What follows belongs to an exercise in optimizing a design on an open flow for small area, a short achievable clock period and few clock cycles; a production flow would make more cautious choices. The RTL was checked by simulation tests, not by an equivalence proof against the original design. Power figures rest on the tool's default switching activity, not on a simulated workload.

[design/flow/config.mk]
export PLATFORM = sky130hd
export DESIGN_NAME = processor
export DESIGN_NICKNAME = processor
export VERILOG_FILES = /design/flow/design.v
export SDC_FILE = /design/flow/constraint.sdc
export NUM_CORES = 4
export LEC_CHECK = 0
export CAP_MARGIN = 20
export CORE_MARGIN = 2
export CORE_UTILIZATION = 40
export SLEW_MARGIN = 20
[design/flow/constraint.sdc]
create_clock -name core_clock -period 10.0 [get_ports {clk}]
set_input_delay 2.0000 -clock core_clock [delete_from_list [all_inputs] [get_ports {clk}]]
set_output_delay 2.0000 -clock core_clock [all_outputs]
set_load 0.01 [all_outputs]
[design/flow/design.v]
module alu(
    input  wire logic        clk,
    input  wire logic [31:0] in1_i,
    input  wire logic [31:0] in2_i,
    input  wire logic [2:0]  op_i,
    input                    op_qual_i,  
    output      logic [31:0] out_o
    );
    always_comb begin
        case (op_i)
            3'b000: out_o = op_qual_i ? in1_i - in2_i : in1_i + in2_i;                         
            3'b010: out_o = ($signed(in1_i) < $signed(in2_i)) ? 32'b1 : 32'b0;                 
            3'b011: out_o = (in1_i < in2_i) ? 32'b1 : 32'b0;                                   
            3'b100: out_o = in1_i ^ in2_i;                                                     
            3'b110: out_o = in1_i | in2_i;                                                     
            3'b111: out_o = in1_i & in2_i;                                                     
            3'b001: out_o = in1_i << in2_i[4:0];                                               
            3'b101: out_o = $signed({op_qual_i ? in1_i[31] : 1'b0, in1_i}) >>> in2_i[4:0];     
        endcase
    end
endmodule
module register_file(
    input  wire logic        clk,
    input  wire logic [31:0] in_i,        
    input  wire logic [4:0]  in_sel_i,    
    input  wire logic        in_en_i,     
    input  wire logic [4:0]  out1_sel_i,  
    input  wire logic [4:0]  out2_sel_i,  
    output      logic [31:0] out1_o,
    output      logic [31:0] out2_o
    );
    logic [31:0] regs[31:1];
    always_ff @(posedge clk) begin
        if (in_en_i) begin
            if (in_sel_i != 0)
                regs[in_sel_i] <= in_i;
        end
        out1_o <= (out1_sel_i == 5'd0) ? 32'd0 : regs[out1_sel_i];
        out2_o <= (out2_sel_i == 5'd0) ? 32'd0 : regs[out2_sel_i];
    end
endmodule
module decoder(
    input  wire logic        en_i,
    input  wire logic [31:0] instr_i,
    input  wire logic [31:0] reg_out1_i,
    input  wire logic [31:0] reg_out2_i,
    output      logic [1:0]  next_pc_sel_o,
    output      logic [1:0]  reg_in_source_o,    
    output      logic [4:0]  reg_in_sel_o,
    output      logic        reg_in_en_o,
    output      logic [4:0]  reg_out1_sel_o,
    output      logic [4:0]  reg_out2_sel_o,
    output      logic [2:0]  alu_op_o,
    output      logic        alu_op_qual_o,
    output      logic        d_we_o,
    output      logic        addr_valid_o,
    output      logic [31:0] addr_o,
    output      logic [31:0] imm_o,
    output      logic        alu_in1_sel_o,    
    output      logic        alu_in2_sel_o,    
    output      logic [3:0]  mask_o,
    output      logic        sext_o
    );
    logic [4:0] rd;
    logic [4:0] rs1;
    logic [4:0] rs2;
    logic [31:0] i_imm;
    logic [31:0] s_imm;
    logic [31:0] b_imm;
    logic [31:0] u_imm;
    logic [31:0] j_imm;
    logic [2:0] branch_predicate;
    logic is_branch_taken;
    always_comb begin
        rd   = instr_i[11:7];
        rs1 = instr_i[19:15];
        rs2 = instr_i[24:20];
        i_imm = {{21{instr_i[31]}}, instr_i[30:20]};
        s_imm = {{21{instr_i[31]}}, instr_i[30:25], instr_i[11:7]};
        b_imm = {{20{instr_i[31]}}, instr_i[7], instr_i[30:25], instr_i[11:8], 1'b0};
        u_imm = {instr_i[31:12], {12{1'b0}}};
        j_imm = {{12{instr_i[31]}}, instr_i[19:12], instr_i[20], instr_i[30:21], 1'b0};
    end
    always_comb begin
        next_pc_sel_o   = 2'b00;
        reg_in_source_o = 2'b00;
        reg_in_en_o     = 1'b0;
        alu_op_o        = 3'b000;
        alu_op_qual_o   = 1'b0;
        addr_valid_o    = 1'b0;
        d_we_o          = 1'b0;
        addr_o          = 32'd0;
        imm_o           = 32'd0;
        alu_in1_sel_o   = 1'b0;
        alu_in2_sel_o   = 1'b0;
        is_branch_taken = 1'b0;
        reg_in_sel_o    = 5'b00000;
        reg_out1_sel_o  = 5'b00000;
        reg_out2_sel_o  = 5'b00000;
        mask_o          = 4'b1111;
        sext_o          = 1'b0;
        if (en_i) begin
            case (instr_i[6:0])
                7'b0110111: begin
                    reg_in_sel_o    = rd;
                    reg_out1_sel_o  = 5'b00000;  
                    imm_o           = u_imm;
                    alu_in2_sel_o   = 1'b1;      
                    alu_op_o        = 3'b000;    
                    reg_in_source_o = 2'b00;     
                    reg_in_en_o     = 1'b1;      
                end
                7'b0010111: begin
                    reg_in_sel_o    = rd;
                    imm_o           = u_imm;
                    alu_in1_sel_o   = 1'b1;      
                    alu_in2_sel_o   = 1'b1;      
                    alu_op_o        = 3'b000;    
                    reg_in_source_o = 2'b00;     
                    reg_in_en_o     = 1'b1;      
                end
                7'b1101111: begin
                    reg_in_source_o = 2'b10;  
                    reg_in_sel_o    = rd;
                    reg_in_en_o     = 1'b1;   
                    addr_o          = j_imm;
                    next_pc_sel_o   = 2'b01;  
                end
                7'b1100111: begin
                    reg_in_source_o = 2'b10;  
                    reg_in_sel_o    = rd;
                    reg_in_en_o     = 1'b1;   
                    reg_out1_sel_o  = rs1;
                    addr_o          = reg_out1_i + i_imm;
                    addr_o          = {addr_o[31:1], 1'b0};
                    next_pc_sel_o   = 2'b11;  
                end
                7'b1100011: begin
                    reg_out1_sel_o = rs1;
                    reg_out2_sel_o = rs2;
                    addr_o = b_imm;
                    case (instr_i[14:12])
                        3'b000:
                            if (reg_out1_i == reg_out2_i)
                                is_branch_taken = 1'b1;
                        3'b001:
                            if (reg_out1_i != reg_out2_i)
                                is_branch_taken = 1'b1;
                        3'b100:
                            if ($signed(reg_out1_i) < $signed(reg_out2_i))
                                is_branch_taken = 1'b1;
                        3'b101:
                            if ($signed(reg_out1_i) >= $signed(reg_out2_i))
                                is_branch_taken = 1'b1;
                        3'b110:
                            if (reg_out1_i < reg_out2_i)
                                is_branch_taken = 1'b1;
                        3'b111:
                            if (reg_out1_i >= reg_out2_i)
                                is_branch_taken = 1'b1;
                    endcase
                    if (is_branch_taken)
                        next_pc_sel_o = 2'b01;  
                end
                7'b0000011: begin
                    reg_in_sel_o = rd;                
                    reg_out1_sel_o = rs1;
                    addr_o = reg_out1_i + i_imm;
                    case (instr_i[14:12])
                        3'b000: begin
                            addr_valid_o    = 1'b1;  
                            d_we_o          = 1'b0;  
                            reg_in_source_o = 2'b01;  
                            reg_in_en_o     = 1'b1;  
                            mask_o          = 4'b0001;
                            sext_o          = 1'b1;
                        end
                        3'b001: begin
                            addr_valid_o    = 1'b1;  
                            d_we_o          = 1'b0;  
                            reg_in_source_o = 2'b01;  
                            reg_in_en_o     = 1'b1;  
                            mask_o          = 4'b0011;
                            sext_o          = 1'b1;
                        end
                        3'b010: begin
                            addr_valid_o    = 1'b1;  
                            d_we_o          = 1'b0;  
                            reg_in_source_o = 2'b01;  
                            reg_in_en_o     = 1'b1;  
                        end
                        3'b100: begin
                            addr_valid_o    = 1'b1;  
                            d_we_o          = 1'b0;  
                            reg_in_source_o = 2'b01;  
                            reg_in_en_o     = 1'b1;  
                            mask_o          = 4'b0001;
                        end
                        3'b101: begin
                            addr_valid_o    = 1'b1;  
                            d_we_o          = 1'b0;  
                            reg_in_source_o = 2'b01;  
                            reg_in_en_o     = 1'b1;  
                            mask_o          = 4'b0011;
                        end
                    endcase                
                end
                7'b0100011: begin
                    reg_out1_sel_o = rs1;
                    reg_out2_sel_o = rs2;
                    addr_o = reg_out1_i + s_imm;
                    case (instr_i[14:12])
                        3'b000: begin
                            addr_valid_o    = 1'b1;  
                            d_we_o          = 1'b1;  
                            mask_o          = 4'b0001;
                        end
                        3'b001: begin
                            addr_valid_o    = 1'b1;  
                            d_we_o          = 1'b1;  
                            mask_o          = 4'b0011;
                        end
                        3'b010: begin
                            addr_valid_o    = 1'b1;  
                            d_we_o          = 1'b1;  
                        end
                    endcase
                end
                7'b0010011: begin
                    reg_in_sel_o    = rd;
                    reg_out1_sel_o  = rs1;
                    alu_op_o        = instr_i[14:12];
                    reg_in_source_o = 2'b00;  
                    reg_in_en_o     = 1'b1;  
                    imm_o           = i_imm;
                    alu_in2_sel_o   = 1'b1;  
                    if (instr_i[14:12] == 3'b101) begin
                        alu_op_qual_o   = instr_i[30];
                    end
                end
                7'b0110011: begin
                    reg_in_sel_o    = rd;
                    reg_out1_sel_o  = rs1;
                    reg_out2_sel_o  = rs2;
                    alu_op_o        = instr_i[14:12];
                    alu_op_qual_o   = instr_i[30];
                    reg_in_source_o = 2'b00;  
                    reg_in_en_o     = 1'b1;  
                    alu_in2_sel_o   = 1'b0;  
                end
                7'b0001111: begin
                end
                7'b1110011: begin
                end
            endcase
        end  
    end
endmodule
module processor(
    input wire logic       clk,
    input wire logic       reset_i,
    output      logic        sel_o,
    output      logic [31:0] addr_o,
    output      logic        we_o,
    output      logic [3:0]  wr_mask_o,
    input  wire logic [31:0] data_in_i,
    output      logic [31:0] data_out_o,
    input  wire logic        ack_i
    );
    logic [31:0] d_addr;
    logic [31:0] d_data_out;
    logic        d_we;
    logic        addr_valid;
    logic [31:0] addr;
    logic [31:0] reg_in;
    logic [4:0]  reg_in_sel;
    logic        reg_in_en;
    logic [1:0]  reg_in_source;
    logic [4:0]  reg_out1_sel;
    logic [4:0]  reg_out2_sel;
    logic [31:0] reg_out1;
    logic [31:0] reg_out2;
    logic [31:0] alu_in1;
    logic [31:0] alu_in2;
    logic [2:0]  alu_op;
    logic        alu_op_qual;
    logic [31:0] alu_out;
    logic [31:0] imm;
    logic        alu_in1_sel;
    logic        alu_in2_sel;
    logic [1:0]  next_pc_sel;
    logic [31:0] pc;
    logic [31:0] next_pc;
    logic [31:0] instruction;
    logic [3:0]  mask;
    logic        sext;
    logic [31:0] d_data_out_ext;
    enum {
        FETCH,
        DECODE,
        DECODE2,
        DECODE3,
        WAIT_ACK,
        WRITE,
        WRITE2
    } state;
    register_file register_file(
        .clk(clk),
        .in_i(reg_in),
        .in_sel_i(reg_in_sel),
        .in_en_i(reg_in_en && state == WRITE),
        .out1_sel_i(reg_out1_sel),
        .out2_sel_i(reg_out2_sel),
        .out1_o(reg_out1),
        .out2_o(reg_out2)
    );
    alu alu(
        .clk(clk),
        .in1_i(alu_in1),
        .in2_i(alu_in2),
        .op_i(alu_op),
        .out_o(alu_out),
        .op_qual_i(alu_op_qual)
    );
    decoder decoder(
        .en_i(state == DECODE || state == DECODE2 || state == DECODE3 || state == WAIT_ACK || state == WRITE),
        .instr_i(instruction),
        .reg_out1_i(reg_out1),
        .reg_out2_i(reg_out2),
        .next_pc_sel_o(next_pc_sel),
        .reg_in_source_o(reg_in_source),
        .reg_in_sel_o(reg_in_sel),
        .reg_in_en_o(reg_in_en),
        .reg_out1_sel_o(reg_out1_sel),
        .reg_out2_sel_o(reg_out2_sel),
        .alu_op_o(alu_op),
        .alu_op_qual_o(alu_op_qual),
        .d_we_o(d_we),
        .addr_valid_o(addr_valid),
        .addr_o(addr),
        .imm_o(imm),
        .alu_in1_sel_o(alu_in1_sel),
        .alu_in2_sel_o(alu_in2_sel),
        .mask_o(mask),
        .sext_o(sext)
    );
    always_comb begin
        d_data_out = data_in_i;
    end
    always_comb begin
        next_pc = 32'd0;
        case (next_pc_sel)
            2'b10: begin
                next_pc = reg_out1;
            end
            2'b01: begin
                next_pc = pc + addr;
            end
            2'b11: begin
                next_pc = addr;
            end
            default: begin
                next_pc = pc + 32'd4;
            end
        endcase
    end
    always_comb begin
        d_data_out_ext = d_data_out >> (8 * (d_addr & 2'b11));
        case (mask)
            4'b0001:
                if (sext) begin
                    d_data_out_ext = {{24{d_data_out_ext[7]}}, d_data_out_ext[7:0]};
                end else begin
                    d_data_out_ext = d_data_out_ext & 32'h000000FF;
                end
            4'b0011:
                if (sext) begin
                    d_data_out_ext = {{16{d_data_out_ext[15]}}, d_data_out_ext[15:0]};
                end else begin
                    d_data_out_ext = d_data_out_ext & 32'h0000FFFF;
                end
        endcase
    end
    always_comb begin
        d_addr = (state == DECODE || state == DECODE2 || state == DECODE3 || state == WAIT_ACK || state == WRITE) ? addr : pc;
        reg_in = reg_in_source == 2'b01 ? d_data_out_ext : reg_in_source == 2'b10 ? pc + 4 : alu_out;
        alu_in1 = alu_in1_sel ? pc : reg_out1;
        alu_in2 = alu_in2_sel ? imm : reg_out2;
    end
    always_ff @(posedge clk) begin
        case (state)
            FETCH: begin
                addr_o     <= pc;
                we_o       <= 1'b0;
                sel_o      <= 1'b1;
                if (ack_i) begin
                    sel_o <= 1'b0;
                    instruction <= d_data_out;
                    state <= DECODE;
                end
            end
            DECODE: begin
                state <= DECODE2;
            end
            DECODE2: begin
                addr_o     <= d_addr;
                state <= DECODE3;
            end
            DECODE3: begin
                data_out_o <= reg_out2 << (8 * (d_addr & 2'b11));
                wr_mask_o  <= mask << (d_addr & 2'b11);
                if (addr_valid) begin
                    we_o       <= d_we;
                    sel_o <= 1'b1;
                    state <= WAIT_ACK;
                end else begin
                    state <= WRITE;
                end
            end
            WAIT_ACK: begin
                if (ack_i) begin
                    sel_o <= 1'b0;
                    we_o  <= 1'b0;
                    state <= WRITE;
                end
            end
            WRITE: begin
                pc <= next_pc;
                state <= WRITE2;
            end
            WRITE2: begin
                state <= FETCH;
            end
        endcase
        if (reset_i) begin
            addr_o     <= 32'd0;
            we_o       <= 1'b0;
            wr_mask_o  <= 4'b1111;
            data_out_o <= 32'd0;
            sel_o <= 1'b0;
            state <= FETCH;
            pc    <= 32'd0;
        end
    end
endmodule
[design/flow/run.sh]
#!/bin/bash
# synth_recipe.tcl (not shown) runs the flow's synth.tcl, then flattens the netlist and writes it again
# the make line also repeats each setting of config.mk as NAME=value (left out here)
make -C /OpenROAD-flow-scripts/flow DESIGN_CONFIG=/design/flow/config.mk WORK_HOME=/design/flow/orfs CLKGATE_MAP_FILE= SYNTH_SCRIPT=/design/flow/synth_recipe.tcl finish
==> run summary <==
[flip-flops by register name (all words and copies together), names as in the netlist]
signal	count
state	3
addr_o	32
register_file.out1_o	32
sel_o	1
register_file.out2_o	32
wr_mask_o	4
data_out_o	32
we_o	1
register_file.regs	992
pc	32
instruction	32
[worst max-delay path, stage by stage (launching register included)]
cell      delay (ns)
dfxtp_1         1.00
or2_2           0.31
o21a_1          0.33
and2_1          0.35
nor2b_4         0.26
mux2i_1         0.29
buf_4           0.21
ha_1            0.23
inv_1           0.08
fa_1            0.43
a21o_1          0.17
a21o_1          0.19
a21o_1          0.18
a21oi_1         0.18
nor2b_1         0.09
o41a_1          0.40
a31o_1          0.30
a41o_1          0.29
o41a_1          0.41
a31oi_1         0.28
a21oi_1         0.13
xnor2_1         0.16
a221oi_1        0.93
a211oi_4        0.18
buf_6           0.26
[final timing paths]
kind / startpoint / to / slack [ns]
max: state[1]$_SDFFE_PP0P_ / register_file.regs[16][26]$_DFFE_PP_ / 2.06
min: data_out_o[15]$_SDFFE_PP0P_ / data_out_o[15]$_SDFFE_PP0P_ / 0.46
max reg2reg: state[1]$_SDFFE_PP0P_ / register_file.regs[16][26]$_DFFE_PP_ / 2.06
min reg2reg: data_out_o[15]$_SDFFE_PP0P_ / data_out_o[15]$_SDFFE_PP0P_ / 0.46
[cell families after synthesis]
group,count (synthesis)
XOR/XNOR,99
AND/OR/NAND/NOR,2311
AO/OA/AOI/OAI,2434
multiplexers,187
adder cells (fa/ha/maj),202
flip-flops,1193
buffers and inverters,764
[power breakdown]
part	total (W)	switching (W)	leakage (nW)	internal (W)
logic	0.00117	0.000843	13.9	0.000327
registers	0.00554	0.0000806	10.8	0.00546
clock network	0.00505	0.00216	2.18	0.00290
[cells in the final DEF, fill, tap and decap left out, types with 59 or more instances in the layout]
cell type,synthesis,layout
a211oi_1,159,153
a21o_1,59,59
a21oi_1,552,543
a311oi_1,223,222
a31oi_1,138,133
buf_4,5,205
clkbuf_16,0,139
clkdlybuf4s50_1,0,103
dfxtp_1,169,168
edfxtp_1,1024,1024
ha_1,181,181
inv_1,163,162
mux2i_1,122,122
nand2_1,1332,1315
nand3_1,194,194
nor2_1,426,385
nor3_1,90,85
o211ai_1,73,73
o21ai_0,329,319
o221ai_1,202,202
o22ai_1,311,310
o311ai_0,68,68
xnor2_1,73,73
[through the flow]
stage	setup WS, ns	instances	util [%]	total power [W]
floorplan	1.640	7190	-	0.006247
global placement	2.137	9220	42.62	0.006741
detailed placement	2.018	9220	42.64	0.006746
CTS	1.986	9471	45.24	0.01172
global route	1.786	9485	45.33	0.01203
finish	2.059	9493	45.34	0.01177
[final cells by class]
| type | count | area, µm² |
|---|---|---|
| Timing Repair Buffer | 321 | 2794 |
| Fill cell | 16120 | 93870 |
| Clock inverter | 65 | 706.9 |
| Sequential cell | 1193 | 34130 |
| Tap cell | 2310 | 2890 |
| Clock buffer | 186 | 3759 |
| Inverter | 168 | 630.6 |
| Multi-Input combinational cell | 5233 | 32910 |
| Antenna cell | 17 | 42.54 |
[routing by layer]
layer  vias to the layer above  track usage (%)
li1                      27340                -
met1                     32180            46.86
met2                      5493            53.95
met3                      1351            10.78
met4                        16            28.71
met5                         -                0
==> run summary <==
# setup viols final 0; Post CTS Setup Buffer Count 0; gr ovfl total 0; count leader, synth nand2_1; Max VDD drop 0.0001431 V; synthesized net count 7411; final hold viol count 0; Mapped Area 69180 µm²; top cells by count, synth nand2_1, edfxtp_1, a21oi_1; IO buf count 104; Routed WL 340000 µm; fin crit period 7.941 ns; required time of the critical path 10.52 ns; run status timing/DRC/antenna clean; fin crit share 79.41%; Cells after Synth 7190; IO Count 105; wire length on met1 121700 µm; CTS sink count 1193; chip width 419.9 µm; vias in the first global route 61520; CTS tree done; FP Rows 152; post-synthesis sequential area ratio 49.34%; first-pass GRT wire length 469300 µm; Clock transition at path regs 0.06 ns; Setup Crit Path Kind flop to flop; PwrDens 151.1 nW/µm²; met2 routed WL 142000 µm; hpwl dp 210900 µm; Vias/cell 6.992; core area 171700 µm²; adder-cell area share of the yosys netlist 3.659%; EDFF count, synth 1024; Layout area overhead 12.57%; compound-gate portion of the synthesized area 23.81%; RSZ-0062 raised after global routing no; total die area 176300 µm²; WL per Instance 35.81 µm; clock latency on the worst-skew pair 0.82 ns; drt initial violations 11110; cell depth of the worst min-delay path 2; Fin Setup TNS 0 ns; CP startpoint kind flop; antenna violations before repair 19; H-tree levels 4; met3 wire length 44530 µm; Synth Area in XOR/XNOR 1.253%; CTS-repair resized insts 0; # nets final 7274; worst-margin pin slew 1.318 ns; initial core utilization 40.28%; Fin Clk Skew 0.05859 ns; DR vias 66380; Syn Area/Cell 9.621 µm²; Yosys top cell area share 44.45%; largest net degree at the start of global routing 170; Fmax 125.9 MHz; Final Hold Slack 0.4612 ns; area leader, netlist edfxtp_1; mux cell area share after synthesis 3.431%; fraction of layout instances using a drive strength above 1 9.364%; Max clock buf depth 3; total track usage 37.32%; asr flop ratio synth 0%; Area contributors post-synth edfxtp_1, nand2_1, dfxtp_1; Max-slew headroom 12.12%; #FFs+latches synth 1193; clock root buffer clkbuf_16; placer congestion estimate 1.111; Max Used Layer met5; DRT Pass-1 Iters 8; Crit Path Max Fanout 29; Synth Area in Simple Gates 14.25%; largest family of logic cells by synthesized area compound AO/OA/AOI/OAI gates; placed cell areas 73220 µm²; Hold WC Path Type flop to flop; CTS Buf Count 136; Chip Height 419.9 µm; cts hold-fix bufs 0; R2R cell count 24; Design Area, Final 77870 µm²; Critical Path AT 8.46 ns; Max Cap Viol 0; yosys warns 4; DR DRC count 0; Synth Flop Type edfxtp_1; Post-DRT Antenna Nets 0; critical path endpoint category flop; Distinct cells, synth 109; count of pins over their slew limit 0; Lkg Pwr 26.94 nW
Testbench counts, summed over its fixed seeds: cycles 346,476.

==> afterwards: timing with drivers on the ports <==
No port has a modelled driver above. Below, the same layout with a new extraction and two added sets of constraints.
Step 1: set_driving_cell puts a clkbuf_16 on clk and a buf_2 on each other input, an assumption about the parent block.
Step 2 also shifts input and output timing later by t, the mid clock arrival at the registers, as if the neighbouring blocks saw the same clock.
Slacks: ideal ports / drivers / drivers and shift; pairs: ideal ports / drivers.
t (ns): 0.867
setup slack, ns: 2.059 / 2.059 / 2.059
worst hold slack (ns): 0.461 / 0.461 / 0.461
worst setup path after step 2: register to register
After both steps setup and hold are still met in this run. The setup slack of this run moves by 0.000 ns with the drivers and by 0.000 ns with both steps.
